From an optimization exercise on the open Yosys and OpenROAD flow, aimed at small area; shortcuts taken in it are not production practice.
Function was checked by simulation only, so behaviour that the tests miss may differ from the original.
No activity file was given, so power comes from the tool's default toggle rates.

<file path="design/flow/config.mk">
export PLATFORM = sky130hd
export DESIGN_NAME = S8_actividad2
export DESIGN_NICKNAME = S8_actividad2
export VERILOG_FILES = /design/flow/design.v
export SDC_FILE = /design/flow/constraint.sdc
export NUM_CORES = 4
export LEC_CHECK = 0
export CAP_MARGIN = 20
export CORE_MARGIN = 2
export CORE_UTILIZATION = 65
export PLACE_DENSITY = 0.75
export SLEW_MARGIN = 20
</file>
<file path="design/flow/constraint.sdc">
create_clock -name core_clock -period 10.0 [get_ports {clk}]
set_input_delay 2.0000 -clock core_clock [delete_from_list [all_inputs] [get_ports {clk}]]
set_output_delay 2.0000 -clock core_clock [all_outputs]
set_load 0.01 [all_outputs]
</file>
<file path="design/flow/design.v">
module alu_in_out_reg (
    input  logic        clk, reset,
    input  logic [2:0]  state,
    input  logic [15:0] DataIn,
    output logic [4:0]  Flags,
    output logic [15:0] ToDisplay
);
    logic show;
    assign show = (state == 3'd6);
    logic [15:0] opA, opB;
    logic [1:0]  opc;
    always_ff @(posedge clk) begin
        if (state == 3'd1) opA <= DataIn;
        if (state == 3'd3) opB <= DataIn;
        if (state == 3'd5) opc <= DataIn[1:0];
    end
    logic        sub, lg;
    logic [15:0] bx, sum, lgc, alu;
    logic [16:0] c;
    assign sub = ~opc[1] & ~opc[0];
    assign lg  = opc[1];
    assign bx  = opB ^ {16{sub}};
    assign c[0] = sub;
    always_comb begin
        for (int i = 0; i < 16; i++) begin
            sum[i]   = opA[i] ^ bx[i] ^ c[i];
            c[i+1]   = (opA[i] & bx[i]) | (c[i] & (opA[i] | bx[i]));
            lgc[i]   = (opA[i] & opB[i]) | (~opc[0] & (opA[i] | opB[i]));
        end
    end
    assign alu = lg ? lgc : sum;
    logic c15, c16;
    assign c15 = c[15];
    assign c16 = c[16];
    logic [15:0] res;
    logic        fC, fV, valid;
    always_ff @(posedge clk) begin
        if (show) res <= alu;
        if (reset) begin
            fC <= 1'b0;
            fV <= 1'b0;
            valid <= 1'b0;
        end else if (show) begin
            fC <= ~opc[1] & (c16 ^ sub);
            fV <= ~opc[1] & (c16 ^ c15);
            valid <= 1'b1;
        end
    end
    assign Flags = {valid & res[15], valid & ~(|res), fC, fV, valid & (^res)};
    assign ToDisplay = show ? (valid ? res : 16'd0) : DataIn;
endmodule
module Debouncer_FSM (
    input  logic clk,
    input  logic rst,
    input  logic PB,
    output logic PB_pressed_pulse
);
    logic PB_sync_aux, PB_sync;
    logic [3:0] st, nx, adv;
    always_ff @(posedge clk) begin
        PB_sync_aux <= PB;
        PB_sync     <= PB_sync_aux;
    end
    localparam logic [3:0] R0 = 4'd1, R1 = 4'd2, I = 4'd4, P = 4'd12, S = 4'd8, RL = 4'd0;
    assign adv = {st[2:0], st[3] ^ st[2]};
    always_comb begin
        if (st == RL)                  nx = I;
        else if (st == R0 || st == R1) nx = adv;
        else if (st == S)              nx = PB_sync ? S : RL;
        else                           nx = PB_sync ? adv : I;
    end
    always_ff @(posedge clk) st <= rst ? R0 : nx;
    assign PB_pressed_pulse = (st == P);
endmodule
module ReversePolishFSM (
    input  logic clk, reset, Enter_pulse, Undo_pulse,
    output logic [2:0] state
);
    always_ff @(posedge clk) begin
        if (reset)
            state <= 3'd0;
        else case (state)
            3'd0: if (Enter_pulse) state <= 3'd1;
            3'd1: state <= 3'd2;
            3'd2: if (Enter_pulse) state <= 3'd3; else if (Undo_pulse) state <= 3'd0;
            3'd3: state <= 3'd4;
            3'd4: if (Enter_pulse) state <= 3'd5; else if (Undo_pulse) state <= 3'd2;
            3'd5: state <= 3'd6;
            3'd6: if (Enter_pulse) state <= 3'd0; else if (Undo_pulse) state <= 3'd4;
            default: state <= 3'd0;
        endcase
    end
endmodule
module unsigned_to_bcd (
    input  logic        clk, reset,
    input  logic [15:0] ToDisplay,
    output logic [5:0]  ph,
    output logic [18:0] bcd,
    output logic        bvalid
);
    always_ff @(posedge clk) begin
        if (reset) ph <= 6'd0;
        else       ph <= ph + 6'd1;
    end
    function automatic logic [3:0] add3(input logic [3:0] d);
        case (d)
            4'd5: add3 = 4'd8;
            4'd6: add3 = 4'd9;
            4'd7: add3 = 4'd10;
            4'd8: add3 = 4'd11;
            4'd9: add3 = 4'd12;
            default: add3 = d;
        endcase
    endfunction
    logic [17:0] sh, sh_add;
    logic        bit_in;
    assign bit_in = ph[5] & ToDisplay[~ph[4:1]];
    always_comb begin
        sh_add[17:16] = sh[17:16];
        for (int d = 0; d < 4; d++) sh_add[4*d +: 4] = add3(sh[4*d +: 4]);
    end
    always_ff @(posedge clk) begin
        if (~ph[5] | ph[0]) sh <= {sh[16:0], bit_in};
        else                sh <= sh_add;
        if (ph == 6'd63) bcd <= {sh, bit_in};
        if (reset)            bvalid <= 1'b0;
        else if (ph == 6'd63) bvalid <= 1'b1;
    end
endmodule
module S4_actividad1 (
    input  logic [2:0]  k,
    input  logic [15:0] ToDisplay,
    input  logic [18:0] bcd,
    input  logic        bvalid,
    input  logic        DisplayFormat,
    output logic [6:0]  Segments,
    output logic [7:0]  Anodes
);
    logic [3:0] hexd, decd, digit;
    always_comb begin
        case (k[1:0])
            2'd0: hexd = ToDisplay[3:0];
            2'd1: hexd = ToDisplay[7:4];
            2'd2: hexd = ToDisplay[11:8];
            default: hexd = ToDisplay[15:12];
        endcase
        if (k[2]) hexd = 4'd0;
        case (k)
            3'd0: decd = bcd[3:0];
            3'd1: decd = bcd[7:4];
            3'd2: decd = bcd[11:8];
            3'd3: decd = bcd[15:12];
            3'd4: decd = {1'b0, bcd[18:16]};
            default: decd = 4'd0;
        endcase
        if (!bvalid) decd = 4'd0;
        digit = DisplayFormat ? decd : hexd;
        case (digit)
            4'd0:  Segments = 7'b0000001;
            4'd1:  Segments = 7'b1001111;
            4'd2:  Segments = 7'b0010010;
            4'd3:  Segments = 7'b0000110;
            4'd4:  Segments = 7'b1001100;
            4'd5:  Segments = 7'b0100100;
            4'd6:  Segments = 7'b0100000;
            4'd7:  Segments = 7'b0001111;
            4'd8:  Segments = 7'b0000000;
            4'd9:  Segments = 7'b0001100;
            4'd10: Segments = 7'b0001000;
            4'd11: Segments = 7'b1100000;
            4'd12: Segments = 7'b0110001;
            4'd13: Segments = 7'b1000010;
            4'd14: Segments = 7'b0110000;
            default: Segments = 7'b0111000;
        endcase
        Anodes = ~(8'd1 << k);
    end
endmodule
module S8_actividad2 #(parameter N_DEBOUNCER = 10)(
    input  logic        clk,
    input  logic        resetN,
    input  logic        Enter, Undo, DisplayFormat,
    input  logic [15:0] DataIn,
    output logic [6:0]  Segments,
    output logic [4:0]  Flags,
    output logic [2:0]  Status,
    output logic [7:0]  Anodes
);
    logic reset;
    assign reset = ~resetN;
    logic EnterPulse, UndoPulse;
    Debouncer_FSM debouncer_enterpulse (.clk(clk), .rst(reset), .PB(Enter), .PB_pressed_pulse(EnterPulse));
    Debouncer_FSM debouncer_undopulse  (.clk(clk), .rst(reset), .PB(Undo),  .PB_pressed_pulse(UndoPulse));
    logic [2:0] state;
    ReversePolishFSM fsm (.clk(clk), .reset(reset), .Enter_pulse(EnterPulse), .Undo_pulse(UndoPulse), .state(state));
    assign Status = state;
    logic [15:0] ToDisplay;
    alu_in_out_reg alu (.clk(clk), .reset(reset), .state(state), .DataIn(DataIn), .Flags(Flags), .ToDisplay(ToDisplay));
    logic [5:0] ph;
    logic [18:0] bcd;
    logic bvalid;
    unsigned_to_bcd dd (.clk(clk), .reset(reset), .ToDisplay(ToDisplay), .ph(ph), .bcd(bcd), .bvalid(bvalid));
    S4_actividad1 disp (.k(ph[2:0]), .ToDisplay(ToDisplay), .bcd(bcd), .bvalid(bvalid), .DisplayFormat(DisplayFormat),
                        .Segments(Segments), .Anodes(Anodes));
endmodule
</file>
<file path="design/flow/flow/run.sh">
#!/bin/bash
# Own layout flow: the standard ORFS flow (standard.sh) with
#  - an area-oriented ABC script and full-adder-only extraction in synthesis
#    (registers are mapped exactly as in the standard synthesis),
#  - minimum-size port buffers,
#  - a clock tree of small buffers without dummy loads.
# Each tool's output is kept in logs under this folder (orfs/logs) and in flow_make.log.
set -euo pipefail
W=$(pwd)
rm -rf "$W/scripts_mod"
cp -r "$FLOW_HOME/scripts" "$W/scripts_mod"
cp "$W/flow/abc_area.script" "$W/scripts_mod/abc_area.script"
sed -i 's/^  extract_fa {\*}\[dont_use_extract_fa_args\]$/  extract_fa -fa/' "$W/scripts_mod/synth.tcl"
grep -q '^  extract_fa -fa$' "$W/scripts_mod/synth.tcl"
. "$W/flow/knobs.sh"
bash "$W/standard.sh" SCRIPTS_DIR="$W/scripts_mod" ABC_AREA=1 \
  "BUFFER_PORTS_ARGS=$BUFFER_PORTS_ARGS" \
  "CTS_ARGS=$CTS_ARGS" \
  finish > "$W/flow_make.log" 2>&1
</file>
<file path="design/flow/flow/abc_area.script">
strash
dch -f
map -a
strash
dch -f
map -a
strash
dch -f
amap
topo
</file>
<file path="design/flow/flow/knobs.sh">
BUFFER_PORTS_ARGS="-buffer_cell sky130_fd_sc_hd__buf_1"
CTS_ARGS="-sink_clustering_enable -repair_clock_nets -dont_use_dummy_load -buf_list sky130_fd_sc_hd__clkbuf_8"
</file>
<file path="design/flow/standard.sh">
#!/bin/bash
# synth_recipe.tcl (not shown) runs the flow's synth.tcl, then flattens the netlist and writes it again
# the make line also repeats each setting of config.mk as NAME=value (left out here)
make -C /OpenROAD-flow-scripts/flow DESIGN_CONFIG=/design/flow/config.mk WORK_HOME=/design/flow/orfs CLKGATE_MAP_FILE= SYNTH_SCRIPT=/design/flow/synth_recipe.tcl "${@:-finish}"
</file>
==> reports/metrics.yaml, run 1 <==
status: "timing/DRC/antenna clean"
clockPowerShare: 0.271
netlist_instances: 566
cp-end-kind: "flip-flop"
synth_area_sq_um: 5540
cts-resized-gates: 0
antenna_found_initial: 0
grt_pass1_wl_um: 19000
dp_hpwl_um: 8760
cts_setup_buffers: 0
yosys-top-cells-count: "nor2_1 (100), edfxtp_1 (87), clkinv_1 (83)"
rows: 33
portBuffers: 43
post_drt_wl_per_cell_um: 16.6
worst_hold_slack_ps: 339
relSlewSlack: 0.351
crit_end: "alu.fV$_SDFFE_PN0P_"
coreArea_sq_um: 8260
hold_viol: 0
worst_setup_path_start_kind: "flip-flop"
die-area_sq_um: 9280
p_leak_nw: 1.98
io_pins: 44
synth_edf_count: 87
internal_power_w: 0.000604
grt_overflow: 0
drive_gt1_frac: 0.0226
synth_fp_nets: 602
hold_class: "flip-flop to flip-flop"
swShare: 0.227
vias: 4461
drtIter0Drc: 284
diodes: 0
initial_core_util: 0.671
fin_tns_setup_ps: 0
cts.sinks: 112
yosysWarnings: 5
cts_tree: "done"
slew_viol_final: 0
drc: 0
synth_cell_types: 33
synth_seq_cells: 112
skew_ps: 26.2
synth_seq_area_share: 0.561
synth.largest_area_cell: "edfxtp_1"
drtPass1Iterations: 5
crit_fanout: 28
rsz0062_at_grt: "false"
ctsHoldBuffers: 0
r2r-end: "alu.fV$_SDFFE_PN0P_"
reg2reg_depth: 27
stdcell_area_sq_um: 5990
synth_top_area_share: 0.471
irDropWorstVdd_mv: 0.0919
setup_viol: 0
startpoint: "alu.opc[1]$_DFFE_PN_"
fmax_mhz: 112
synthFlopType: "edfxtp_1"
cts_inserted_buffers: 9
track_usage: 0.269
root_buffer: "clkbuf_8"
synthArstFlopShare: 0
synth.most_common_cell: "nor2_1"
place_area_sq_um: 5860
synth_area_leaders: "edfxtp_1 (47%), dfxtp_1 (9.0%), nor2_1 (6.8%), clkinv_1 (5.6%), fa_1 (5.4%)"
ant_nets: 0
gp_congestion: 0.865
min_period_over_period: 0.890
crit_type: "flip-flop to flip-flop"
r2r_start: "alu.opc[1]$_DFFE_PN_"
fin_crit_ps: 8900
clock_latency_ps: 360
power.density_nw_per_um2: 130
switchingPower_w: 0.000177
grt_pass1_vias: 4192
grt_max_degree: 29
maxCapViolCount: 0
num-nets-final: 658
totalWireLength_um: 12100
worst_pin_slew_ps: 970
reg2reg_slack_ps: 1100
die_w_um: 96.4
synth.avg_cell_area_sq_um: 9.80
vias_per_cell: 6.15
clock_path_buffers: 2
critical_path_required_ps: 10290
die_h_um: 96.4
clk_pin_slew_ps: 110
h-tree-depth: 3
combPwrFrac: 0.080
area_growth_pct: 7.99
arrival_ps: 9200
sequentialPowerShare: 0.650
-- flip-flops by register name (all words and copies together) (netlist names), 2 cells and up --
register and count:
dd.ph 6, debouncer_enterpulse.st 4, alu.opB 16, dd.bcd 19, alu.opc 2, alu.res 16
fsm.state 3, dd.sh 18, debouncer_undopulse.st 4, alu.opA 16
-- placed cells by master, fill, tap and decap left out, types with 3 or more instances in the layout --
master,count
buf_1,43
o21ai_0,35
o221ai_1,5
nor3_1,15
a31oi_1,4
edfxtp_1,87
clkinv_1,83
a22oi_1,7
o22ai_1,15
buf_4,4
nor2_1,100
a32oi_1,13
nand2_1,60
nor2b_1,3
a222oi_1,3
a211oi_1,6
fa_1,15
nand3_1,5
clkbuf_8,9
o32ai_1,5
a221oi_1,5
o311ai_0,3
dfxtp_1,25
a21oi_1,53
-- power by group through the flow --
stage,clock (W),combinational (W),sequential [W]
6_report,0.000211,0.0000623,0.000507
3_3_place_gp,0,0.0000593,0.000517
4_1_cts,0.000214,0.0000614,0.000507
5_1_grt,0.000230,0.0000694,0.000508
3_5_place_dp,0,0.0000611,0.000518
2_1_floorplan,0,0.0000413,0.000516
-- cell type report --
cell class	instances	area, sq um
timing repair buffer	47	191
multi-input combinational	369	2120
inverter	83	312
sequential	112	3110
fill	615	2270
clock buffer	9	124
tap	105	131
-- cell families after synthesis --
logic type      share of synthesized area
compound gates                      0.183
flops                               0.561
xor+xnor                          0.00158
simple gates                        0.141
fa+ha+maj                          0.0542
buf+inv                            0.0589
-- routing by layer --
layer,track usage,up-vias,share of wire
met4,0.0833,0,0.014
met5,0,-,0
met1,0.334,2150,0.42
met2,0.481,158,0.51
met3,0.0431,15,0.056
li1,-,2138,-
-- worst min-delay path by stage --
stage / start / end / cells past startpoint
after detailed placement: debouncer_undopulse.PB_sync_aux$_DFF_P_ / debouncer_undopulse.PB_sync$_DFF_P_ / 0
after CTS: debouncer_undopulse.PB_sync_aux$_DFF_P_ / debouncer_undopulse.PB_sync$_DFF_P_ / 0
after global routing: debouncer_enterpulse.PB_sync_aux$_DFF_P_ / debouncer_enterpulse.PB_sync$_DFF_P_ / 0
after floorplan: debouncer_enterpulse.PB_sync_aux$_DFF_P_ / debouncer_enterpulse.PB_sync$_DFF_P_ / 0
after global placement: debouncer_enterpulse.PB_sync_aux$_DFF_P_ / debouncer_enterpulse.PB_sync$_DFF_P_ / 0
final: debouncer_undopulse.PB_sync_aux$_DFF_P_ / debouncer_undopulse.PB_sync$_DFF_P_ / 0
-- metrics by stage --
step           setup WS (ps)  instances  total power (W)  utilization
2_1_floorplan           1820        566         0.000558            -
4_1_cts                  993        725         0.000782        0.725
3_5_place_dp            1040        716         0.000579        0.710
6_report                1100        725         0.000781        0.725
5_1_grt                  554        725         0.000807        0.725
3_3_place_gp            1330        716         0.000577        0.710
-- critical path, stage by stage (launching register included) --
cell and delay [ps]:
edfxtp_1 370, buf_4 210, nor2_1 320, clkinv_1 690
nor2_1 260, a21oi_1 90, fa_1 490, fa_1 410
clkinv_1 70, fa_1 170, clkinv_1 80, fa_1 430
fa_1 440, fa_1 450, fa_1 440, fa_1 420
fa_1 450, fa_1 470, fa_1 440, fa_1 430
fa_1 400, clkinv_1 80, fa_1 200, clkinv_1 110
fa_1 440, a221oi_1 310, a21oi_1 60, nor2_1 100
==> inputs of run 2 (changes only) <==
--- a/design/flow/config.mk
+++ b/design/flow/config.mk
@@ -9,4 +9,4 @@
 export CORE_MARGIN = 2
-export CORE_UTILIZATION = 65
-export PLACE_DENSITY = 0.75
+export CORE_UTILIZATION = 40
+export PLACE_DENSITY = 0.6
 export SLEW_MARGIN = 20
==> reports/metrics.yaml, run 2 <==
h-tree-depth: 3
reg2reg_depth: 26
grt_pass1_vias: 4234
synthAdderAreaFrac: 0.0542
cp-end-kind: "flip-flop"
critical_path_required_ps: 10300
drtPass1Iterations: 5
portBuffers: 43
r2r_start: "alu.opc[1]$_DFFE_PN_"
antenna_found_initial: 0
crit_family: "adder cells"
synth_compound_area_frac: 0.183
cts_inserted_buffers: 9
synth.most_common_cell: "nor2_1"
final_cell_mix: "nor2_1 (100), edfxtp_1 (87), clkinv_1 (83)"
reg2reg_slack_ps: 1490
fmax_mhz: 118
ctsHoldBuffers: 0
path_common_cell: "fa_1"
crit_type: "flip-flop to flip-flop"
synth_xor_area_frac: 0.00158
drive_gt1_frac: 0.0242
area_growth_pct: 9.70
die-area_sq_um: 14800
crit_end: "alu.fV$_SDFFE_PN0P_"
layout_commonest_cell: "nor2_1"
netlist_instances: 566
top_regs: "dd.bcd x19, dd.sh x18"
clk_pin_slew_ps: 100
drtIter0Drc: 356
maxCapViolCount: 0
clock_path_buffers: 2
synthArstFlopShare: 0
synth_fp_nets: 602
grt_max_degree: 24
synthSimpleGateAreaFrac: 0.141
gp_congestion: 0.858
irDropWorstVdd_mv: 0.0939
p_leak_nw: 1.98
die_w_um: 122
slew_viol_final: 0
worst_setup_path_start_kind: "flip-flop"
max_stage_delay_ps: 690
synth_area_leaders: "edfxtp_1 (47%), dfxtp_1 (9.0%), nor2_1 (6.8%), clkinv_1 (5.6%), fa_1 (5.4%)"
fin_util: 0.443
arrival_ps: 8810
cts_tree: "done"
yosys-top-cells-count: "nor2_1 (100), edfxtp_1 (87), clkinv_1 (83)"
synthMuxAreaShare: 0
synth.largest_area_cell: "edfxtp_1"
critPathSlowestCell: "edfxtp_1"
rows: 43
clock_latency_ps: 390
cp_num_buf_inv: 5
grt_overflow: 0
top_register: "dd.bcd"
synth_top_area_share: 0.471
grt_pass1_wl_um: 20600
synth_area_sq_um: 5540
hold_class: "flip-flop to flip-flop"
synth_top_family_by_area: "compound AO/OA/AOI/OAI gates"
crit_fanout: 17
synth.avg_cell_area_sq_um: 9.80
root_buffer: "clkbuf_8"
skew_ps: 41.5
post_drt_wl_per_cell_um: 15.7
diodes: 0
cts-resized-gates: 0
ant_nets: 0
track_usage: 0.180
relSlewSlack: 0.369
min_period_over_period: 0.851
fin_crit_ps: 8510
setup_viol: 0
largest_reg_flops: 19
synth_seq_cells: 112
die_h_um: 122
cts.sinks: 112
synth_seq_area_share: 0.561
hold_viol: 0
worst_pin_slew_ps: 934
coreArea_sq_um: 13700
status: "timing/DRC/antenna clean"
r2r-end: "alu.fV$_SDFFE_PN0P_"
power.density_nw_per_um2: 129
vias: 4359
yosysWarnings: 5
dp_hpwl_um: 9110
synth_edf_count: 87
num-nets-final: 659
vias_per_cell: 5.44
drc: 0
io_pins: 44
initial_core_util: 0.404
synthFlopType: "edfxtp_1"
cts_setup_buffers: 0
totalWireLength_um: 12600
synth_cell_types: 33
worstSetupPathDepth: 26
rsz0062_at_grt: "false"
startpoint: "alu.opc[1]$_DFFE_PN_"
fin_tns_setup_ps: 0
[run 2: cell type report]
cell class,instances,area [sq um]
timing repair buffer,48,199
inverter,83,312
fill,1328,7640
tap,180,225
clock buffer,9,124
multi-input combinational,369,2110
sequential,112,3110
[run 2: how the worst min path moves through the flow]
| stage | start | to | slack [ps] | cells past startpoint |
|---|---|---|---|---|
| 2_1_floorplan | debouncer_enterpulse.PB_sync_aux$_DFF_P_ | debouncer_enterpulse.PB_sync$_DFF_P_ | 310 | 0 |
| 4_1_cts | debouncer_undopulse.PB_sync_aux$_DFF_P_ | debouncer_undopulse.PB_sync$_DFF_P_ | 330 | 0 |
| 6_report | debouncer_undopulse.PB_sync_aux$_DFF_P_ | debouncer_undopulse.PB_sync$_DFF_P_ | 330 | 0 |
| 5_1_grt | debouncer_enterpulse.PB_sync_aux$_DFF_P_ | debouncer_enterpulse.PB_sync$_DFF_P_ | 340 | 0 |
| 3_5_place_dp | debouncer_enterpulse.PB_sync_aux$_DFF_P_ | debouncer_enterpulse.PB_sync$_DFF_P_ | 310 | 0 |
| 3_3_place_gp | debouncer_undopulse.PB_sync_aux$_DFF_P_ | debouncer_undopulse.PB_sync$_DFF_P_ | 310 | 0 |
[run 2: where the power goes]
part | leakage (nW) | total, W | switching [W] | internal [W]
Clock | 0.0647 | 0.000215 | 0.000134 | 0.0000812
Combinational | 0.865 | 0.0000626 | 0.0000413 | 0.0000212
Sequential | 1.05 | 0.000507 | 0.00000577 | 0.000501
[run 2: per-layer routing]
metal / share of wire / track usage
met5: 0 / 0
met4: 0.0083 / 0.0489
met3: 0.057 / 0.0454
met2: 0.49 / 0.304
met1: 0.44 / 0.230
[run 2: cell families (layout without fill, tap and decap cells)]
group | count (synthesis) | in the layout
AO/OA/AOI/OAI | 161 | 161
XOR/XNOR | 1 | 1
adder cells (fa/ha/maj) | 15 | 15
buffers and inverters | 85 | 140
flip-flops | 112 | 112
AND/OR/NAND/NOR | 192 | 192
[run 2: stage by stage]
step / setup WS, ps / power (W) / hold WS [ps] / cells / cell area, sq um
floorplan: 1820 / 0.000558 / 310 / 566 / 5540
finish: 1490 / 0.000785 / 332 / 801 / 6080
global placement: 1640 / 0.000577 / 311 / 792 / 5960
detailed placement: 1490 / 0.000579 / 312 / 792 / 5960
CTS: 1410 / 0.000795 / 333 / 801 / 6080
global route: 1020 / 0.000819 / 339 / 801 / 6080
[run 2: worst register-to-register path, cell delays in order, from the launching register on]
cell	delay [ps]
edfxtp_1	690
nor2_1	430
clkinv_1	240
nor2_1	130
a21oi_1	70
fa_1	460
fa_1	420
clkinv_1	70
fa_1	180
clkinv_1	90
fa_1	440
fa_1	440
fa_1	430
fa_1	440
fa_1	440
fa_1	420
fa_1	420
fa_1	420
fa_1	430
fa_1	400
clkinv_1	70
fa_1	190
clkinv_1	110
fa_1	450
a221oi_1	350
a21oi_1	90
nor2_1	100
==> inputs of run 3 (changes only) <==
==> design/flow/flow/run.sh (replaced) <==
#!/bin/bash
# Own layout flow: the standard ORFS flow (standard.sh) with
#  - area-oriented ABC scripts and full-adder-only extraction in synthesis;
#    a few synthesis variants are tried and the smallest netlist is laid out
#    (registers are mapped exactly as in the standard synthesis, only the
#    combinational mapping differs between variants),
#  - minimum-size port buffers,
#  - a clock tree of clkbuf_8 buffers without dummy loads.
# Tool output: flow_*.log in this folder and orfs*/logs.
set -euo pipefail
W=$(pwd)
. "$W/flow/knobs.sh"

mkvariant() { # name noabc abc-script-file
  local d="$W/sd_$1"
  rm -rf "$d"; cp -r "$FLOW_HOME/scripts" "$d"
  cp "$W/flow/$3" "$d/abc_area.script"
  sed -i 's/^  extract_fa {\*}\[dont_use_extract_fa_args\]$/  extract_fa -fa/' "$d/synth.tcl"
  grep -q '^  extract_fa -fa$' "$d/synth.tcl"
  if [ "$2" = 1 ]; then
    sed -i 's/^  synth -top \$::env(DESIGN_NAME) -run fine: {\*}\$synth_full_args$/  synth -top $::env(DESIGN_NAME) -run fine: -noabc {*}$synth_full_args/' "$d/synth.tcl"
    grep -q -- '-run fine: -noabc' "$d/synth.tcl"
  fi
}

VARIANTS="a7:0:abc_a7.script a7n:1:abc_a7.script a4:0:abc_a4.script a4n:1:abc_a4.script a10:0:abc_a10.script a10n:1:abc_a10.script"
best=""; bestarea=""
for v in $VARIANTS; do
  IFS=: read -r name na scr <<< "$v"
  mkvariant "$name" "$na" "$scr"
done
pids=()
for v in $VARIANTS; do
  IFS=: read -r name na scr <<< "$v"
  bash "$W/standard.sh" WORK_HOME="$W/syn_$name" SCRIPTS_DIR="$W/sd_$name" ABC_AREA=1 synth > "$W/flow_synth_$name.log" 2>&1 &
  pids+=($!)
  while [ "$(jobs -rp | wc -l)" -ge 3 ]; do sleep 1; done
done
wait
for v in $VARIANTS; do
  IFS=: read -r name na scr <<< "$v"
  f="$W/syn_$name/reports/$FLOW_PLATFORM/S8_actividad2/base/synth_stat.txt"
  [ -f "$f" ] || continue
  a=$(grep "Chip area" "$f" | tail -1 | awk '{print $NF}')
  echo "variant $name area $a" | tee -a "$W/flow_variants.log"
  if [ -z "$bestarea" ] || awk "BEGIN{exit !($a < $bestarea)}"; then best=$name; bestarea=$a; fi
done
echo "chosen $best $bestarea" | tee -a "$W/flow_variants.log"
bash "$W/standard.sh" SCRIPTS_DIR="$W/sd_$best" ABC_AREA=1 \
  "BUFFER_PORTS_ARGS=$BUFFER_PORTS_ARGS" \
  "CTS_ARGS=$CTS_ARGS" \
  finish > "$W/flow_make.log" 2>&1
==> design/flow/flow/abc_a10.script (new file) <==
strash
dch -f
amap
topo
==> design/flow/flow/abc_a4.script (new file) <==
strash
dch -f
map -a
strash
dch -f
map -a
strash
dch -f
amap
strash
dch -f
map -a
strash
dch -f
amap
topo
==> design/flow/flow/abc_a7.script (new file) <==
strash
dch -f
map -a
strash
dch -f
map -a
strash
dch -f
amap
topo
--- a/design/flow/config.mk
+++ b/design/flow/config.mk
@@ -9,4 +9,4 @@
 export CORE_MARGIN = 2
-export CORE_UTILIZATION = 40
-export PLACE_DENSITY = 0.6
+export CORE_UTILIZATION = 65
+export PLACE_DENSITY = 0.75
 export SLEW_MARGIN = 20
removed: design/flow/flow/abc_area.script
==> reports/metrics.yaml, run 3 <==
grt_pass1_wl_um: 19500
final_cell_mix: "nor2_1 (101), edfxtp_1 (87), a21oi_1 (79)"
p_leak_nw: 1.97
cts_inserted_buffers: 9
power.density_nw_per_um2: 131
drtPass1Iterations: 6
cts-resized-gates: 0
fmax_mhz: 109
wl_met3_um: 883
cp-end-kind: "flip-flop"
top_regs: "dd.bcd x19, dd.sh x18"
synth_seq_cells: 112
cts_tree: "done"
irDropWorstVdd_mv: 0.0865
min_period_over_period: 0.921
worst_setup_path_start_kind: "flip-flop"
synth.largest_area_cell: "edfxtp_1"
reg2reg_depth: 21
coreArea_sq_um: 8220
synthArstFlopShare: 0
rsz0062_at_grt: "false"
synth_cell_types: 40
drive_gt1_frac: 0.0279
ctsHoldBuffers: 0
totalWireLength_um: 12400
place_area_sq_um: 5860
clock_path_buffers: 2
synth_area_leaders: "edfxtp_1 (47%), dfxtp_1 (9.1%), a21oi_1 (7.2%), nor2_1 (6.9%), fa_1 (5.8%)"
drc: 0
crit_fanout: 21
r2r-end: "alu.fV$_SDFFE_PN0N_"
dp_hpwl_um: 9060
drtIter0Drc: 236
relSlewSlack: 0.360
track_usage: 0.280
synth_fp_nets: 591
reg2reg_slack_ps: 790
grt_pass1_vias: 4196
grt_overflow: 0
yosysWarnings: 5
die_w_um: 96.2
maxCapViolCount: 0
r2r_start: "alu.opc[1]$_DFFE_PN_"
wl_met1_um: 4910
synth_seq_area_share: 0.564
multi_input_area_sq_um: 2180
portBuffers: 43
skew_ps: 30.5
hold_viol: 0
h-tree-depth: 3
top_register: "dd.bcd"
grt_max_degree: 23
clk_pin_slew_ps: 110
io_pins: 44
fin_tns_setup_ps: 0
worst_pin_slew_ps: 948
vias_per_cell: 6.20
hold_class: "flip-flop to flip-flop"
fin_crit_ps: 9210
crit_end: "alu.fV$_SDFFE_PN0N_"
largest_reg_flops: 19
synth_area_sq_um: 5520
worst_slack_ps: 794
crit_type: "flip-flop to flip-flop"
diodes: 0
ant_nets: 0
clock_latency_ps: 370
synth_edf_count: 87
fillers: 631
antenna_found_initial: 0
die_h_um: 96.2
finalPower_w: 0.000784
netlist_instances: 554
place_inst: 706
cts.sinks: 112
critical_path_required_ps: 10270
initial_core_util: 0.672
yosys-top-cells-count: "nor2_1 (102), edfxtp_1 (87), a21oi_1 (79)"
top_layer_used: "met4"
synth.most_common_cell: "nor2_1"
post-place-ws_ps: 788
area_growth_pct: 8.34
post_drt_wl_per_cell_um: 17.3
regArea_sq_um: 3110
root_buffer: "clkbuf_8"
gp_congestion: 0.897
synth_top_area_share: 0.473
fin_cells: 715
vias: 4433
arrival_ps: 9480
setup_viol: 0
die-area_sq_um: 9250
cts_setup_buffers: 0
layout_commonest_cell: "nor2_1"
rows: 33
startpoint: "alu.opc[1]$_DFFE_PN_"
stdcell_area_sq_um: 5980
status: "timing/DRC/antenna clean"
slew_viol_final: 0
met2_length_um: 6350
num-nets-final: 649
synth.avg_cell_area_sq_um: 9.96
synthFlopType: "edfxtp_1"
run 3: cell types whose count changed after synthesis, sizes merged, moves of 4 or more:
cell,before,now
a32oi,13,3
nand2,60,39
a22oi,7,2
a211oi,6,11
or3,0,4
a21oi,53,79
nand3,5,9
nor3,16,11
clkinv,83,59
o22ai,15,9
o21ai,35,50
run 3: routing by layer:
| metal | global-route usage | vias to the layer above |
|---|---|---|
| li1 | - | 2143 |
| met1 | 0.337 | 2093 |
| met2 | 0.511 | 175 |
| met3 | 0.0486 | 22 |
| met4 | 0.0869 | 0 |
| met5 | 0 | - |
run 3: logic make-up (layout without fill, tap and decap cells):
| family | after synthesis | count (layout) | synth area share |
|---|---|---|---|
| adder cells (fa/ha/maj) | 16 | 16 | 0.0580 |
| AND/OR/NAND/NOR | 174 | 174 | 0.130 |
| AO/OA/AOI/OAI | 191 | 191 | 0.205 |
| buffers and inverters | 61 | 117 | 0.0428 |
| flip-flops | 112 | 112 | 0.564 |
run 3: where the power goes:
group | switching (W) | internal, W
combinational | 0.0000411 | 0.0000204
clock | 0.000134 | 0.0000814
sequential | 0.00000584 | 0.000501
total | 0.000181 | 0.000603
run 3: area by class of cell:
| class | instances | share of cell area |
|---|---|---|
| Clock buffer | 9 | 0.0207 |
| Inverter | 59 | 0.0370 |
| Multi-Input combinational cell | 381 | 0.365 |
| Sequential cell | 112 | 0.521 |
| Tap cell | 105 | 0.0220 |
| Timing Repair Buffer | 49 | 0.0345 |
run 3: through the flow:
| stage | hold WS (ps) | utilization |
|---|---|---|
| after floorplan | 310 | - |
| after global placement | 311 | 0.713 |
| after detailed placement | 314 | 0.713 |
| after CTS | 341 | 0.728 |
| after global routing | 345 | 0.728 |
| final | 338 | 0.728 |
run 3: how the worst min path moves through the flow:
stage / startpoint / endpoint / slack (ps) / cells past startpoint
floorplan: debouncer_enterpulse.PB_sync_aux$_DFF_P_ / debouncer_enterpulse.PB_sync$_DFF_P_ / 310 / 0
CTS: debouncer_enterpulse.PB_sync_aux$_DFF_P_ / debouncer_enterpulse.PB_sync$_DFF_P_ / 340 / 0
finish: debouncer_enterpulse.PB_sync_aux$_DFF_P_ / debouncer_enterpulse.PB_sync$_DFF_P_ / 340 / 0
global route: debouncer_enterpulse.PB_sync_aux$_DFF_P_ / debouncer_enterpulse.PB_sync$_DFF_P_ / 350 / 0
global placement: debouncer_enterpulse.PB_sync_aux$_DFF_P_ / debouncer_enterpulse.PB_sync$_DFF_P_ / 310 / 0
detailed placement: debouncer_enterpulse.PB_sync_aux$_DFF_P_ / debouncer_enterpulse.PB_sync$_DFF_P_ / 310 / 0
run 3: critical path: stages (launching register included):
cell      delay (ps)
edfxtp_1         800
nor2_2           140
buf_4            240
fa_1             430
fa_1             470
fa_1             470
fa_1             460
fa_1             480
fa_1             470
fa_1             470
fa_1             460
fa_1             480
fa_1             470
fa_1             470
fa_1             460
fa_1             460
fa_1             460
fa_1             500
fa_1             500
a211oi_1         270
a21oi_1           70
nor2_1            90
==> inputs of run 4 (changes only) <==
--- a/design/flow/config.mk
+++ b/design/flow/config.mk
@@ -10,2 +10,3 @@
 export CORE_UTILIZATION = 65
+export GPL_TIMING_DRIVEN = 0
 export PLACE_DENSITY = 0.75
==> reports/metrics.yaml, run 4 <==
status: "timing/DRC/antenna clean"
die_h_um: 96.2
drtIter0Drc: 309
dp_hpwl_um: 9060
fmax_mhz: 107
rsz0062_at_grt: "false"
die-area_sq_um: 9250
power.density_nw_per_um2: 129
io_pins: 44
layout_commonest_cell: "nor2_1"
synth_seq_cells: 112
clock_latency_ps: 370
clock_path_buffers: 2
final_cell_mix: "nor2_1 (98), edfxtp_1 (87), a21oi_1 (79)"
crit_fanout: 19
arrival_ps: 9640
maxCapViolCount: 0
cts.sinks: 112
clk_pin_slew_ps: 110
crit_type: "flip-flop to flip-flop"
slew_viol_final: 0
grt_overflow: 0
root_buffer: "clkbuf_8"
hold_viol: 0
critical_path_required_ps: 10260
portBuffers: 43
grt_pass1_vias: 4119
place_inst: 707
skew_ps: 32.0
h-tree-depth: 3
yosys-top-cells-count: "nor2_1 (102), edfxtp_1 (87), a21oi_1 (79)"
vias: 4410
synth.most_common_cell: "nor2_1"
drive_gt1_frac: 0.0375
synth.avg_cell_area_sq_um: 9.96
synthFlopType: "edfxtp_1"
drc: 0
synth_cell_types: 40
track_usage: 0.272
critPathSlowestCell: "edfxtp_1"
initial_core_util: 0.672
coreArea_sq_um: 8220
synth_edf_count: 87
gp_congestion: 0.884
grt_max_degree: 36
vias_per_cell: 6.14
synth_seq_area_share: 0.564
fin_tns_setup_ps: 0
irDropWorstVdd_mv: 0.0985
diodes: 0
ctsHoldBuffers: 0
synth_area_sq_um: 5520
drtPass1Iterations: 6
cp-end-kind: "flip-flop"
area_growth_pct: 9.04
crit_family: "adder cells"
worst_setup_path_start_kind: "flip-flop"
rows: 33
synthArstFlopShare: 0
synth_top_area_share: 0.473
worst_pin_slew_ps: 949
setup_viol: 0
cts_inserted_buffers: 9
top_regs: "dd.bcd x19, dd.sh x18"
totalWireLength_um: 12400
fin_cells: 718
p_leak_nw: 1.99
top_register: "dd.bcd"
antenna_found_initial: 0
netlist_instances: 554
relSlewSlack: 0.360
grt_pass1_wl_um: 19100
synth.largest_area_cell: "edfxtp_1"
largest_reg_flops: 19
cp_num_buf_inv: 1
worst_hold_slack_ps: 336
hold_class: "flip-flop to flip-flop"
synth_fp_nets: 591
die_w_um: 96.2
synth_area_leaders: "edfxtp_1 (47%), dfxtp_1 (9.1%), a21oi_1 (7.2%), nor2_1 (6.9%), fa_1 (5.8%)"
yosysWarnings: 5
path_common_cell: "fa_1"
fin_crit_ps: 9380
min_period_over_period: 0.938
ant_nets: 0
max_stage_delay_ps: 870
cts_tree: "done"
post_drt_wl_per_cell_um: 17.2
path_cells: "nor2_4 > buf_4 > fa_1 > fa_1 > fa_1 > fa_1 > fa_1 > fa_1 > fa_1 > fa_1 > fa_1 > fa_1 > fa_1 > fa_1 > fa_1 > fa_1 > fa_1 > fa_1 > nor2_1 > a211oi_1 > a21oi_1 > nor2_1"
num-nets-final: 652
run 4: layout make-up:
| class | instances | area [sq um] |
|---|---|---|
| fill | 616 | 2200 |
| tap | 105 | 131 |
| sequential | 112 | 3110 |
| inverter | 59 | 221 |
| timing repair buffer | 49 | 218 |
| multi-input combinational | 382 | 2200 |
| clock buffer | 9 | 124 |
| buffer | 2 | 15.0 |
run 4: worst paths after layout:
path	cells after the start	end	from	slack [ps]
max reg2reg	22	alu.fC$_SDFFE_PN0N_	alu.opc[1]$_DFFE_PN_	620
min reg2reg	0	debouncer_undopulse.PB_sync$_DFF_P_	debouncer_undopulse.PB_sync_aux$_DFF_P_	340
max	22	alu.fC$_SDFFE_PN0N_	alu.opc[1]$_DFFE_PN_	620
min	0	debouncer_undopulse.PB_sync$_DFF_P_	debouncer_undopulse.PB_sync_aux$_DFF_P_	340
run 4: cell families after synthesis:
group,count (synthesis),share of synthesized area
flops,112,0.564
simple gates,174,0.130
fa+ha+maj,16,0.0580
compound gates,191,0.205
buf+inv,61,0.0428
run 4: power breakdown:
part	internal, W	total [W]	switching (W)
sequential	0.000501	0.000507	0.00000576
clock	0.0000813	0.000210	0.000129
combinational	0.0000204	0.0000623	0.0000419
run 4: layer usage:
| layer | up-vias | wire length, um | track usage |
|---|---|---|---|
| li1 | 2160 | - | - |
| met1 | 2057 | 4990 | 0.337 |
| met2 | 173 | 6370 | 0.481 |
| met3 | 20 | 745 | 0.0368 |
| met4 | 0 | 241 | 0.108 |
| met5 | - | 0 | 0 |
run 4: repair_timing:
action / in CTS / in global routing
setup buffers: 0 / 1
gates resized for setup: 0 / 0
endpoints found under the setup margin: 1 / 3
pin swaps: 1 / 1
gates cloned: 0 / 1
run 4: metrics by stage:
| step | util | setup WS, ps | power [W] | area (sq um) |
|---|---|---|---|---|
| finish | 0.733 | 623 | 0.000779 | 6020 |
| global route | 0.733 | 260 | 0.000808 | 6020 |
| CTS | 0.731 | 13.2 | 0.000779 | 6010 |
| detailed placement | 0.716 | 41.2 | 0.000578 | 5880 |
| global placement | 0.707 | -1010 | 0.000574 | 5810 |
| floorplan | - | 125 | 0.000556 | 5520 |
==> inputs of run 5 (changes only) <==
--- a/design/flow/config.mk
+++ b/design/flow/config.mk
@@ -7,3 +7,3 @@
 export LEC_CHECK = 0
-export CAP_MARGIN = 20
+export CAP_MARGIN = 0
 export CORE_MARGIN = 2
@@ -12,2 +12,2 @@
 export PLACE_DENSITY = 0.75
-export SLEW_MARGIN = 20
+export SLEW_MARGIN = 0
==> reports/metrics.yaml, run 5 <==
status: "timing/DRC/antenna clean"
die_h_um: 96.2
cp-end-kind: "flip-flop"
synthArstFlopShare: 0
irDropWorstVdd_mv: 0.129
root_buffer: "clkbuf_8"
ant_nets: 0
post-place-ws_ps: 104
fmax_mhz: 106
arrival_ps: 9680
worst_pin_slew_ps: 948
rsz0062_at_grt: "false"
min_period_over_period: 0.941
grt_pass1_vias: 4140
gp_congestion: 0.884
maxCapViolCount: 0
antenna_found_initial: 0
r2r_start: "alu.opc[1]$_DFFE_PN_"
yosys-top-cells-count: "nor2_1 (102), edfxtp_1 (87), a21oi_1 (79)"
grt_use_met2: 0.492
drc: 0
relSlewSlack: 0.360
die-area_sq_um: 9250
area_growth_pct: 9.20
vias: 4394
cts.sinks: 112
cts_inserted_buffers: 9
synth_edf_count: 87
synthAdderAreaFrac: 0.0580
top_regs: "dd.bcd x19, dd.sh x18"
cts_tree: "done"
diodes: 0
synth.largest_area_cell: "edfxtp_1"
synth_fp_nets: 591
initial_core_util: 0.672
synthFlopType: "edfxtp_1"
grtUsageMet3: 0.0509
clock_path_buffers: 2
dp_hpwl_um: 9050
synthSimpleGateAreaFrac: 0.130
clock_latency_ps: 370
yosysWarnings: 5
hold_class: "flip-flop to flip-flop"
vias_per_cell: 6.12
grt.met1_usage: 0.334
coreArea_sq_um: 8220
fillers: 609
worst_setup_path_start_kind: "flip-flop"
critical_path_required_ps: 10270
drive_gt1_frac: 0.0375
synth_seq_area_share: 0.564
setup_viol: 0
synth.avg_cell_area_sq_um: 9.96
final_cell_mix: "nor2_1 (98), edfxtp_1 (87), a21oi_1 (79)"
p_leak_nw: 1.99
synth_area_leaders: "edfxtp_1 (47%), dfxtp_1 (9.1%), a21oi_1 (7.2%), nor2_1 (6.9%), fa_1 (5.8%)"
netlist_instances: 554
num-nets-final: 652
clk_pin_slew_ps: 110
fin_crit_ps: 9410
crit_fanout: 18
drtIter0Drc: 288
hold-path-cell-count: 0
worst_slack_ps: 589
hold_start: "debouncer_undopulse.PB_sync_aux$_DFF_P_"
synth.most_common_cell: "nor2_1"
post_drt_wl_per_cell_um: 17.3
die_w_um: 96.2
reg2reg_depth: 22
grt_max_degree: 23
finalPower_w: 0.000783
slew_viol_final: 0
synth_xor_area_frac: 0
synth_area_sq_um: 5520
rows: 33
largest_reg_flops: 19
io_pins: 44
synthMuxAreaShare: 0
hold_viol: 0
synth_compound_area_frac: 0.205
worst_hold_slack_ps: 337
grt_pass1_wl_um: 19200
track_usage: 0.277
power.density_nw_per_um2: 130
layout_commonest_cell: "nor2_1"
drtPass1Iterations: 5
totalWireLength_um: 12400
busiest_layer: "met2"
r2r-end: "alu.fC$_SDFFE_PN0N_"
synth_top_area_share: 0.473
crit_type: "flip-flop to flip-flop"
reg2reg_slack_ps: 590
min_to: "debouncer_undopulse.PB_sync$_DFF_P_"
grt_overflow: 0
h-tree-depth: 3
synth_seq_cells: 112
top_register: "dd.bcd"
synth_top_family_by_area: "compound AO/OA/AOI/OAI gates"
synth_cell_types: 40
skew_ps: 31.0
portBuffers: 43
## run 5: cell counts after synthesis
No cell type changed its count.
## run 5: logic make-up (layout without fill, tap and decap cells)
| family | count (synthesis) | in the layout |
|---|---|---|
| compound gates | 191 | 191 |
| simple gates | 174 | 174 |
| flops | 112 | 112 |
| buf+inv | 61 | 120 |
| fa+ha+maj | 16 | 16 |
## run 5: layout make-up
type                       instances  area [sq um]  share of cell area
sequential                       112          3110               0.516
multi-input combinational        381          2190               0.363
timing repair buffer              50           233              0.0386
inverter                          59           221              0.0367
tap                              105           131              0.0218
clock buffer                       9           124              0.0205
buffer                             2          15.0             0.00249
## run 5: through the flow
step / TNS [ps] / cells / cell area (sq um) / utilization
4_1_cts: 0 / 714 / 5990 / 0.729
6_report: 0 / 718 / 6030 / 0.734
2_1_floorplan: 0 / 554 / 5520 / -
5_1_grt: 0 / 718 / 6030 / 0.734
3_3_place_gp: -3090 / 702 / 5810 / 0.707
3_5_place_dp: 0 / 705 / 5870 / 0.714
## run 5: power by group
group / leakage (nW) / total, W / internal, W / switching, W
Sequential: 1.05 / 0.000507 / 0.000501 / 0.00000571
Clock: 0.0647 / 0.000214 / 0.0000813 / 0.000132
Combinational: 0.873 / 0.0000623 / 0.0000204 / 0.0000419
## run 5: worst max path at each step
stage,from,end,cells after the start
6_report,alu.opc[1]$_DFFE_PN_,alu.fC$_SDFFE_PN0N_,22
5_1_grt,alu.opc[1]$_DFFE_PN_,alu.fC$_SDFFE_PN0N_,23
4_1_cts,alu.opc[1]$_DFFE_PN_,alu.fC$_SDFFE_PN0N_,21
3_5_place_dp,alu.opc[1]$_DFFE_PN_,alu.fC$_SDFFE_PN0N_,22
3_3_place_gp,alu.opc[1]$_DFFE_PN_,alu.fC$_SDFFE_PN0N_,22
2_1_floorplan,alu.opc[1]$_DFFE_PN_,alu.fC$_SDFFE_PN0N_,22
## run 5: worst max-delay path: stages, from the launching register on
cell      delay (ps)
edfxtp_1         870
nor2_4           110
nor2_1           140
a21oi_1           70
fa_1             460
fa_1             490
fa_1             500
fa_1             460
fa_1             490
fa_1             480
fa_1             470
fa_1             470
fa_1             470
fa_1             470
fa_1             460
fa_1             460
fa_1             480
fa_1             480
fa_1             530
fa_1             510
a211oi_1         260
a21oi_1           70
nor2_1           120
## run 5: timing repair
action | CTS | global route
resized for setup | 0 | 1
hold buffers | 0 | 0
setup endpoints to repair | 0 | 3
buffers inserted | 0 | 4
## run 5: metal layers
layer | vias up | routed length, um | part of all wire
met5 | - | 0 | 0
met1 | 2071 | 5040 | 0.41
met3 | 23 | 661 | 0.053
met4 | 0 | 231 | 0.019
li1 | 2152 | - | -
met2 | 148 | 6450 | 0.52
==> inputs of run 6 (changes only) <==
--- a/design/flow/flow/run.sh
+++ b/design/flow/flow/run.sh
@@ -25,3 +25,3 @@
 
-VARIANTS="a7:0:abc_a7.script a7n:1:abc_a7.script a4:0:abc_a4.script a4n:1:abc_a4.script a10:0:abc_a10.script a10n:1:abc_a10.script"
+VARIANTS="a7:0:abc_a7.script a4n:1:abc_a4.script a10:0:abc_a10.script d30:0:abc_d30.script d30n:1:abc_d30.script"
 best=""; bestarea=""
==> design/flow/flow/abc_d30.script (new file) <==
strash
&get -n
&deepsyn -T 30
&put
dch -f
amap
strash
dch -f
map -a
strash
dch -f
amap
topo
--- a/design/flow/config.mk
+++ b/design/flow/config.mk
@@ -7,7 +7,6 @@
 export LEC_CHECK = 0
-export CAP_MARGIN = 0
+export CAP_MARGIN = 20
 export CORE_MARGIN = 2
 export CORE_UTILIZATION = 65
-export GPL_TIMING_DRIVEN = 0
 export PLACE_DENSITY = 0.75
-export SLEW_MARGIN = 0
+export SLEW_MARGIN = 20
==> reports/metrics.yaml, run 6 <==
area_growth_pct: 8.46
crit_family: "adder cells"
drive_gt1_frac: 0.0288
vias: 4212
slew_viol_final: 0
largest_reg_flops: 19
irDropWorstVdd_mv: 0.103
maxCapViolCount: 0
worst_pin_slew_ps: 879
clock_path_buffers: 2
netlist_instances: 535
max_stage_delay_ps: 510
diodes: 0
rsz0062_at_grt: "false"
cts_setup_buffers: 0
synth.avg_cell_area_sq_um: 10.1
grt_pass1_wl_um: 18900
fin_tns_setup_ps: 0
rows: 33
fillers: 610
worst_hold_slack_ps: 346
fin_util: 0.722
io_pins: 44
synth.largest_area_cell: "edfxtp_1"
fin_crit_ps: 9100
critPathSlowestCell: "fa_1"
synth_cell_types: 37
final_cell_mix: "nor2_1 (95), edfxtp_1 (87), a21oi_1 (65)"
synth_area_sq_um: 5410
synth_top_area_share: 0.483
coreArea_sq_um: 8130
drc: 0
fmax_mhz: 110
synth_fp_nets: 572
grt_pass1_vias: 3896
synthFlopType: "edfxtp_1"
synth_seq_cells: 112
synth_area_leaders: "edfxtp_1 (48%), dfxtp_1 (9.2%), nor2_1 (6.7%), a21oi_1 (6.0%), fa_1 (5.9%)"
clock_latency_ps: 380
setup_viol: 0
die_h_um: 95.3
yosysWarnings: 5
portBuffers: 43
totalWireLength_um: 11700
synth.most_common_cell: "nor2_1"
worst_setup_path_start_kind: "flip-flop"
grt_overflow: 0
cp_num_buf_inv: 1
clk_pin_slew_ps: 110
hold_viol: 0
crit_fanout: 18
arrival_ps: 9350
p_leak_nw: 1.94
dp_hpwl_um: 8370
die-area_sq_um: 9070
synth_seq_area_share: 0.575
cts-resized-gates: 0
post_drt_wl_per_cell_um: 16.8
place_area_sq_um: 5750
post-place-ws_ps: 917
cts_inserted_buffers: 9
layout_commonest_cell: "nor2_1"
critical_path_required_ps: 10250
path_common_cell: "fa_1"
yosys-top-cells-count: "nor2_1 (96), edfxtp_1 (87), a21oi_1 (65)"
antenna_found_initial: 0
synthArstFlopShare: 0
vias_per_cell: 6.06
top_regs: "dd.bcd x19, dd.sh x18"
drtIter0Drc: 257
hold_class: "flip-flop to flip-flop"
top_register: "dd.bcd"
relSlewSlack: 0.412
stdcell_area_sq_um: 5870
worst_slack_ps: 898
skew_ps: 35.9
drtPass1Iterations: 6
min_period_over_period: 0.910
h-tree-depth: 3
cts_tree: "done"
ant_nets: 0
die_w_um: 95.3
grt_max_degree: 35
power.density_nw_per_um2: 133
synth_edf_count: 87
path_cells: "buf_4 > nor2_2 > a21oi_1 > fa_1 > fa_1 > fa_1 > fa_1 > fa_1 > fa_1 > fa_1 > fa_1 > fa_1 > fa_1 > fa_1 > fa_1 > fa_1 > fa_1 > fa_1 > fa_1 > o21ai_0 > o22ai_1"
num-nets-final: 629
cts.sinks: 112
gp_congestion: 0.935
status: "timing/DRC/antenna clean"
root_buffer: "clkbuf_8"
initial_core_util: 0.665
crit_type: "flip-flop to flip-flop"
ctsHoldBuffers: 0
cp-end-kind: "flip-flop"
track_usage: 0.276
[run 6: final timing paths]
path,end,startpoint,cells after the start,slack [ps]
worst min-delay path,debouncer_enterpulse.PB_sync$_DFF_P_,debouncer_enterpulse.PB_sync_aux$_DFF_P_,0,350
worst min register to register,debouncer_enterpulse.PB_sync$_DFF_P_,debouncer_enterpulse.PB_sync_aux$_DFF_P_,0,350
worst max register to register,alu.fV$_SDFFE_PN0N_,alu.opc[1]$_DFFE_PN_,21,900
worst max-delay path,alu.fV$_SDFFE_PN0N_,alu.opc[1]$_DFFE_PN_,21,900
[run 6: through the flow]
step | instances | power [W]
final | 695 | 0.000781
after global routing | 695 | 0.000806
after CTS | 695 | 0.000786
after detailed placement | 686 | 0.000578
after global placement | 686 | 0.000576
after floorplan | 535 | 0.000557
[run 6: layout make-up]
type                            instances  area [sq um]  area share
Clock buffer                            9           124      0.0211
Inverter                               55           206      0.0352
Multi-Input combinational cell        366          2100       0.357
Sequential cell                       112          3110       0.530
Tap cell                              105           131      0.0224
Timing Repair Buffer                   48           199      0.0339
[run 6: cells by family after synthesis]
family	after synthesis	share of synthesized area
xor+xnor	1	0.00162
fa+ha+maj	16	0.0592
compound gates	162	0.177
buf+inv	57	0.0409
flops	112	0.575
simple gates	187	0.146
[run 6: power breakdown]
group          leakage (nW)  switching (W)  internal, W
sequential             1.05     0.00000593     0.000501
combinational         0.822      0.0000408    0.0000211
clock                0.0647       0.000131    0.0000812
[run 6: routing by layer]
layer / vias up / GRT usage / wire (um)
met1: 1990 / 0.359 / 4830
met5: - / 0 / 0
met4: 0 / 0.0833 / 167
met2: 146 / 0.469 / 5920
li1: 2061 / - / -
met3: 15 / 0.0569 / 779
==> inputs of run 7 (changes only) <==
--- a/design/flow/design.v
+++ b/design/flow/design.v
@@ -8,3 +8,3 @@
     logic show;
-    assign show = (state == 3'd6);
+    assign show = state[2] & state[1];    
     logic [15:0] opA, opB;
@@ -14,3 +14,3 @@
         if (state == 3'd3) opB <= DataIn;
-        if (state == 3'd5) opc <= DataIn[1:0];
+        if (state[2] & state[0]) opc <= DataIn[1:0];    
     end
@@ -105,10 +105,8 @@
     function automatic logic [3:0] add3(input logic [3:0] d);
-        case (d)
-            4'd5: add3 = 4'd8;
-            4'd6: add3 = 4'd9;
-            4'd7: add3 = 4'd10;
-            4'd8: add3 = 4'd11;
-            4'd9: add3 = 4'd12;
-            default: add3 = d;
-        endcase
+        logic g;
+        g = d[3] | (d[2] & (d[1] | d[0]));
+        add3[3] = g;
+        add3[2] = (d[2] & ~d[1] & ~d[0]) | (d[3] & d[0]);
+        add3[1] = (~g & d[1]) | (d[2] & d[1] & d[0]) | (d[3] & ~d[0]);
+        add3[0] = d[0] ^ g;
     endfunction
==> reports/metrics.yaml, run 7 <==
status: "timing/DRC/antenna clean"
synthFlopType: "edfxtp_1"
setup_viol: 0
synth_area_sq_um: 5330
power.density_nw_per_um2: 133
critical_path_required_ps: 10270
arrival_ps: 9780
root_buffer: "clkbuf_8"
hold_class: "flip-flop to flip-flop"
regArea_sq_um: 2950
rsz0062_at_grt: "false"
vias_per_cell: 5.98
cts_tree: "done"
yosys-top-cells-count: "nor2_1 (104), o21ai_0 (78), edfxtp_1 (71)"
totalWireLength_um: 11900
grt_max_degree: 23
coreArea_sq_um: 8090
post-place-ws_ps: 497
hold_viol: 0
initial_core_util: 0.658
vias: 4316
grt_pass1_vias: 4205
slew_viol_final: 0
worst_setup_path_start_kind: "flip-flop"
area_growth_pct: 8.48
fin_tns_setup_ps: 0
r2r_start: "alu.opc[1]$_DFFE_PP_"
synth.avg_cell_area_sq_um: 9.48
top_register: "dd.bcd"
grt_pass1_wl_um: 19300
path_cells: "nor2_2 > a21oi_1 > fa_1 > fa_1 > fa_1 > fa_1 > fa_1 > fa_1 > fa_1 > fa_1 > fa_1 > fa_1 > fa_1 > fa_1 > fa_1 > fa_1 > fa_1 > fa_1 > clkinv_1 > nor2_1 > o32ai_1"
num-nets-final: 656
crit_type: "flip-flop to flip-flop"
yosysWarnings: 5
rows: 33
largest_reg_flops: 19
synth_seq_area_share: 0.554
crit_family: "adder cells"
fillers: 642
netlist_instances: 562
skew_ps: 24.1
clockPowerShare: 0.275
final_cell_mix: "nor2_1 (103), o21ai_0 (78), edfxtp_1 (71)"
fmax_mhz: 105
top_regs: "dd.bcd x19, dd.sh x18"
drc: 0
crit_fanout: 18
sequentialPowerShare: 0.647
h-tree-depth: 3
synth_top_area_share: 0.400
cts.sinks: 112
drtIter0Drc: 273
drive_gt1_frac: 0.0276
relSlewSlack: 0.517
path_common_cell: "fa_1"
worst_slack_ps: 490
synth_cell_types: 33
gp_congestion: 0.909
cp-end-kind: "flip-flop"
synth_edf_count: 71
ctsHoldBuffers: 0
internal_power_w: 0.000594
synthArstFlopShare: 0
p_leak_nw: 1.94
min_to: "debouncer_undopulse.PB_sync$_DFF_P_"
min_period_over_period: 0.951
diodes: 0
maxCapViolCount: 0
synth_area_leaders: "edfxtp_1 (40%), dfxtp_1 (15%), o21ai_0 (7.3%), nor2_1 (7.3%), fa_1 (6.0%)"
drtPass1Iterations: 5
synth_fp_nets: 599
reg2reg_slack_ps: 490
swShare: 0.229
critPathSlowestCell: "edfxtp_1"
max_stage_delay_ps: 700
ant_nets: 0
die_h_um: 94.5
grt_overflow: 0
worst_hold_slack_ps: 339
worst_pin_slew_ps: 720
cts_setup_buffers: 0
cp_num_buf_inv: 1
multi_input_area_sq_um: 2140
die_w_um: 94.5
clk_pin_slew_ps: 100
die-area_sq_um: 8940
post_drt_wl_per_cell_um: 16.4
synth.largest_area_cell: "edfxtp_1"
hold_start: "debouncer_undopulse.PB_sync_aux$_DFF_P_"
reg2reg_depth: 21
antenna_found_initial: 0
clock_path_buffers: 2
portBuffers: 43
cts-resized-gates: 0
dp_hpwl_um: 8720
switchingPower_w: 0.000177
synth_seq_cells: 112
synth.most_common_cell: "nor2_1"
track_usage: 0.285
combPwrFrac: 0.078
r2r-end: "alu.fC$_SDFFE_PN0P_"
cts_inserted_buffers: 9
clock_latency_ps: 370
irDropWorstVdd_mv: 0.0966
hold-path-cell-count: 0
fin_crit_ps: 9510
fin_util: 0.714
layout_commonest_cell: "nor2_1"
io_pins: 44
## run 7: cell count changes after synthesis, sizes merged, moves of 5 or more
| cell | change |
|---|---|
| a21oi | -11 |
| clkinv | +8 |
| dfxtp | +16 |
| edfxtp | -16 |
| nand2 | +16 |
| nor2 | +8 |
| nor3 | -9 |
| o21ai | +37 |
| o221ai | +5 |
| o22ai | -11 |
## run 7: area by class of cell
cell class	count	area share
flip-flops and latches	112	0.511
clock buffers	9	0.0214
well taps	105	0.0227
multi-input cells	385	0.370
repair buffers	48	0.0344
inverters	63	0.0409
## run 7: worst reg2reg max path: stages (launching register included)
cell      delay [ps]
edfxtp_1         700
nor2_2           540
a21oi_1          180
fa_1             480
fa_1             470
fa_1             460
fa_1             480
fa_1             470
fa_1             460
fa_1             470
fa_1             470
fa_1             470
fa_1             460
fa_1             460
fa_1             500
fa_1             470
fa_1             460
fa_1             500
fa_1             490
clkinv_1          90
nor2_1            40
o32ai_1          290
## run 7: power groups by stage
| stage | registers (W) | clock network, W | logic [W] |
|---|---|---|---|
| final | 0.000499 | 0.000212 | 0.0000604 |
| after global routing | 0.000499 | 0.000228 | 0.0000690 |
| after CTS | 0.000499 | 0.000215 | 0.0000597 |
| after global placement | 0.000509 | 0 | 0.0000579 |
| after detailed placement | 0.000509 | 0 | 0.0000594 |
| after floorplan | 0.000507 | 0 | 0.0000401 |
## run 7: cell families (layout without fill, tap and decap cells)
family	count (synthesis)	after routing	synth area share
adder cells (fa/ha/maj)	16	16	0.0601
buffers and inverters	65	120	0.0472
AND/OR/NAND/NOR	194	194	0.148
flip-flops	112	112	0.554
AO/OA/AOI/OAI	175	175	0.190
## run 7: how the worst max path moves through the flow
stage	startpoint	to	slack (ps)	depth (start not counted)
after floorplan	alu.opc[1]$_DFFE_PP_	alu.fV$_SDFFE_PN0P_	340	21
after global placement	alu.opc[1]$_DFFE_PP_	alu.fV$_SDFFE_PN0P_	740	21
after detailed placement	alu.opc[1]$_DFFE_PP_	alu.fC$_SDFFE_PN0P_	500	21
after CTS	alu.opc[1]$_DFFE_PP_	alu.fC$_SDFFE_PN0P_	440	21
after global routing	alu.opc[1]$_DFFE_PP_	alu.fV$_SDFFE_PN0P_	120	21
final	alu.opc[1]$_DFFE_PP_	alu.fC$_SDFFE_PN0P_	490	21
## run 7: layer usage
metal  share of wire  wire [um]  global-route usage
met1            0.42       4950               0.354
met3           0.057        680              0.0559
met5               0          0                   0
met2            0.50       5900               0.480
met4           0.029        347               0.135
## run 7: through the flow
stage,area (sq um),power (W),instances
floorplan,5330,0.000547,562
global placement,5660,0.000567,713
detailed placement,5660,0.000568,713
CTS,5780,0.000773,722
global route,5780,0.000796,722
finish,5780,0.000771,722
==> inputs of run 8 (changes only) <==
--- a/design/flow/flow/run.sh
+++ b/design/flow/flow/run.sh
@@ -25,3 +25,3 @@
 
-VARIANTS="a7:0:abc_a7.script a4n:1:abc_a4.script a10:0:abc_a10.script d30:0:abc_d30.script d30n:1:abc_d30.script"
+VARIANTS="a7:0:abc_a7.script a4n:1:abc_a4.script d30:0:abc_d30.script d30n:1:abc_d30.script d30m:1:abc_d30m.script d30m0:0:abc_d30m.script"
 best=""; bestarea=""
==> design/flow/flow/abc_d30m.script (new file) <==
strash
&get -n
&deepsyn -T 30
&put
dch -f
map -a
strash
dch -f
map -a
topo
==> reports/metrics.yaml, run 8 <==
hold_class: "flip-flop to flip-flop"
wl_met1_um: 4810
synthFlopType: "edfxtp_1"
h-tree-depth: 3
clk_pin_slew_ps: 110
io_pins: 44
vias: 4096
fin_tns_setup_ps: 0
num-nets-final: 616
ctsHoldBuffers: 0
synth.avg_cell_area_sq_um: 10.2
die_w_um: 94.2
power.density_nw_per_um2: 134
yosys-top-cells-count: "o21ai_0 (73), edfxtp_1 (71), nand2_1 (61)"
drc: 0
vias_per_cell: 6.03
clock_latency_ps: 390
worst_pin_slew_ps: 937
met2_length_um: 5870
synth_cell_types: 29
gp_congestion: 0.909
synth_seq_cells: 112
final_cell_mix: "o21ai_0 (73), edfxtp_1 (71), nand2_1 (61)"
fmax_mhz: 111
synth_area_sq_um: 5290
cts.sinks: 112
layout_commonest_cell: "o21ai_0"
area_growth_pct: 8.61
crit_type: "flip-flop to flip-flop"
irDropWorstVdd_mv: 0.129
slew_viol_final: 0
synth_seq_area_share: 0.558
fin_crit_ps: 9010
grt_pass1_vias: 3949
setup_viol: 0
drive_gt1_frac: 0.0329
min_period_over_period: 0.901
ant_nets: 0
fillers: 581
synth.largest_area_cell: "edfxtp_1"
netlist_instances: 521
clock_path_buffers: 2
track_usage: 0.272
skew_ps: 38.8
yosysWarnings: 5
diodes: 0
cts-resized-gates: 0
rsz0062_at_grt: "false"
initial_core_util: 0.678
grt_max_degree: 22
synth_top_area_share: 0.403
coreArea_sq_um: 7810
synth_edf_count: 71
regArea_sq_um: 2950
worst_setup_path_start_kind: "flip-flop"
critical_path_required_ps: 10270
post-place-ws_ps: 956
top_register: "dd.bcd"
wl_met3_um: 604
grt_pass1_wl_um: 18300
drtPass1Iterations: 5
cts_setup_buffers: 0
hold_viol: 0
synth.most_common_cell: "o21ai_0"
antenna_found_initial: 0
largest_reg_flops: 19
multi_input_area_sq_um: 2130
cts_inserted_buffers: 9
synthArstFlopShare: 0
portBuffers: 43
worst_hold_slack_ps: 339
totalWireLength_um: 11400
worst_slack_ps: 993
cts_tree: "done"
top_layer_used: "met4"
post_drt_wl_per_cell_um: 16.8
die-area_sq_um: 8880
grt_overflow: 0
top_regs: "dd.bcd x19, dd.sh x18"
status: "timing/DRC/antenna clean"
synth_fp_nets: 558
cp-end-kind: "flip-flop"
crit_fanout: 18
relSlewSlack: 0.373
p_leak_nw: 1.92
maxCapViolCount: 0
rows: 32
die_h_um: 94.2
arrival_ps: 9280
synth_area_leaders: "edfxtp_1 (40%), dfxtp_1 (16%), o21ai_0 (6.9%), fa_1 (6.1%), nand2_1 (4.3%)"
dp_hpwl_um: 8290
drtIter0Drc: 255
root_buffer: "clkbuf_8"
## run 8: final timing paths
check | startpoint | end | slack [ps] | cells after the start
worst max-delay path | alu.opc[1]$_DFFE_PP_ | alu.fC$_SDFFE_PN0P_ | 990 | 22
worst min-delay path | debouncer_enterpulse.PB_sync_aux$_DFF_P_ | debouncer_enterpulse.PB_sync$_DFF_P_ | 340 | 0
worst max register to register | alu.opc[1]$_DFFE_PP_ | alu.fC$_SDFFE_PN0P_ | 990 | 22
worst min register to register | debouncer_enterpulse.PB_sync_aux$_DFF_P_ | debouncer_enterpulse.PB_sync$_DFF_P_ | 340 | 0
## run 8: stage by stage
stage | utilization | instance area (sq um) | total power, W | cells
3_5_place_dp | 0.720 | 5620 | 0.000567 | 670
2_1_floorplan | - | 5290 | 0.000546 | 521
6_report | 0.736 | 5750 | 0.000770 | 679
3_3_place_gp | 0.720 | 5620 | 0.000565 | 670
4_1_cts | 0.736 | 5750 | 0.000770 | 679
5_1_grt | 0.736 | 5750 | 0.000793 | 679
## run 8: routing by layer
metal | up-vias | global-route usage
met3 | 19 | 0.0594
li1 | 1974 | -
met2 | 130 | 0.473
met5 | - | 0
met1 | 1973 | 0.339
met4 | 0 | 0.0833
## run 8: layout make-up
| class | count | area share |
|---|---|---|
| clock buffer | 9 | 0.0215 |
| timing repair buffer | 49 | 0.0359 |
| tap | 102 | 0.0222 |
| multi-input combinational | 353 | 0.371 |
| sequential | 112 | 0.514 |
| inverter | 54 | 0.0353 |
## run 8: cell families (layout without fill, tap and decap cells)
| kind of cell | count (synthesis) | count (layout) | synth area share |
|---|---|---|---|
| and+or+nand+nor | 149 | 149 | 0.115 |
| buffers and inverters | 56 | 112 | 0.0411 |
| AOI/OAI and AO/OA | 158 | 158 | 0.176 |
| xor gates and xnor gates | 30 | 30 | 0.0496 |
| adders and majority gates | 16 | 16 | 0.0605 |
| DFF | 112 | 112 | 0.558 |
## run 8: worst max-delay path, cell delays in order (launching register included)
cell and delay, ps:
edfxtp_1 330, buf_4 240, nor2_2 80, buf_4 230, fa_1 460, fa_1 490
fa_1 480, fa_1 460, fa_1 480, fa_1 480, fa_1 470, fa_1 460
fa_1 470, fa_1 460, fa_1 460, fa_1 470, fa_1 470, fa_1 490
fa_1 510, fa_1 490, nor2_1 150, nor2_1 80, a32o_1 200
## run 8: power breakdown
| part | internal, W | switching [W] |
|---|---|---|
| Clock | 0.0000812 | 0.000131 |
| Combinational | 0.0000201 | 0.0000389 |
| Sequential | 0.000492 | 0.00000650 |

re-timing with driven ports:
The flow's constraints put no driver on any port. The routed layouts listed below were extracted and timed again, unchanged, in two steps.
Step 1, drivers: a clkbuf_16 drives clk and a buf_2 each remaining input, both assumed.
Step 2 also shifts input and output timing later by t, the mid clock arrival at the registers, as if the neighbouring blocks saw the same clock.
Slacks: ideal / step 1 / step 2; pairs: ideal / step 1.
| run | t (ns) | slack for setup (ns) | hold WS [ns] | worst setup path after step 2 | worst slew at a driven data input, ns |
|---|---|---|---|---|---|
| run 1 | 0.381 | 1.099 / 1.099 / 1.099 | 0.339 / 0.339 / 0.339 | register to register | 0.03 |
| run 2 | 0.407 | 1.490 / 1.490 / 1.490 | 0.332 / 0.332 / 0.332 | register to register | 0.04 |
| run 3 | 0.391 | 0.794 / 0.794 / 0.794 | 0.338 / 0.338 / 0.338 | register to register | 0.05 |
| run 4 | 0.387 | 0.623 / 0.623 / 0.623 | 0.336 / 0.336 / 0.336 | register to register | 0.03 |
| run 5 | 0.389 | 0.589 / 0.589 / 0.589 | 0.337 / 0.337 / 0.337 | register to register | 0.04 |
| run 6 | 0.396 | 0.898 / 0.898 / 0.898 | 0.346 / 0.346 / 0.346 | register to register | 0.04 |
| run 7 | 0.390 | 0.490 / 0.490 / 0.490 | 0.339 / 0.339 / 0.339 | register to register | 0.04 |
| run 8 | 0.398 | 0.993 / 0.993 / 0.993 | 0.339 / 0.339 / 0.339 | register to register | 0.03 |
After both steps every run listed still meets setup and hold.
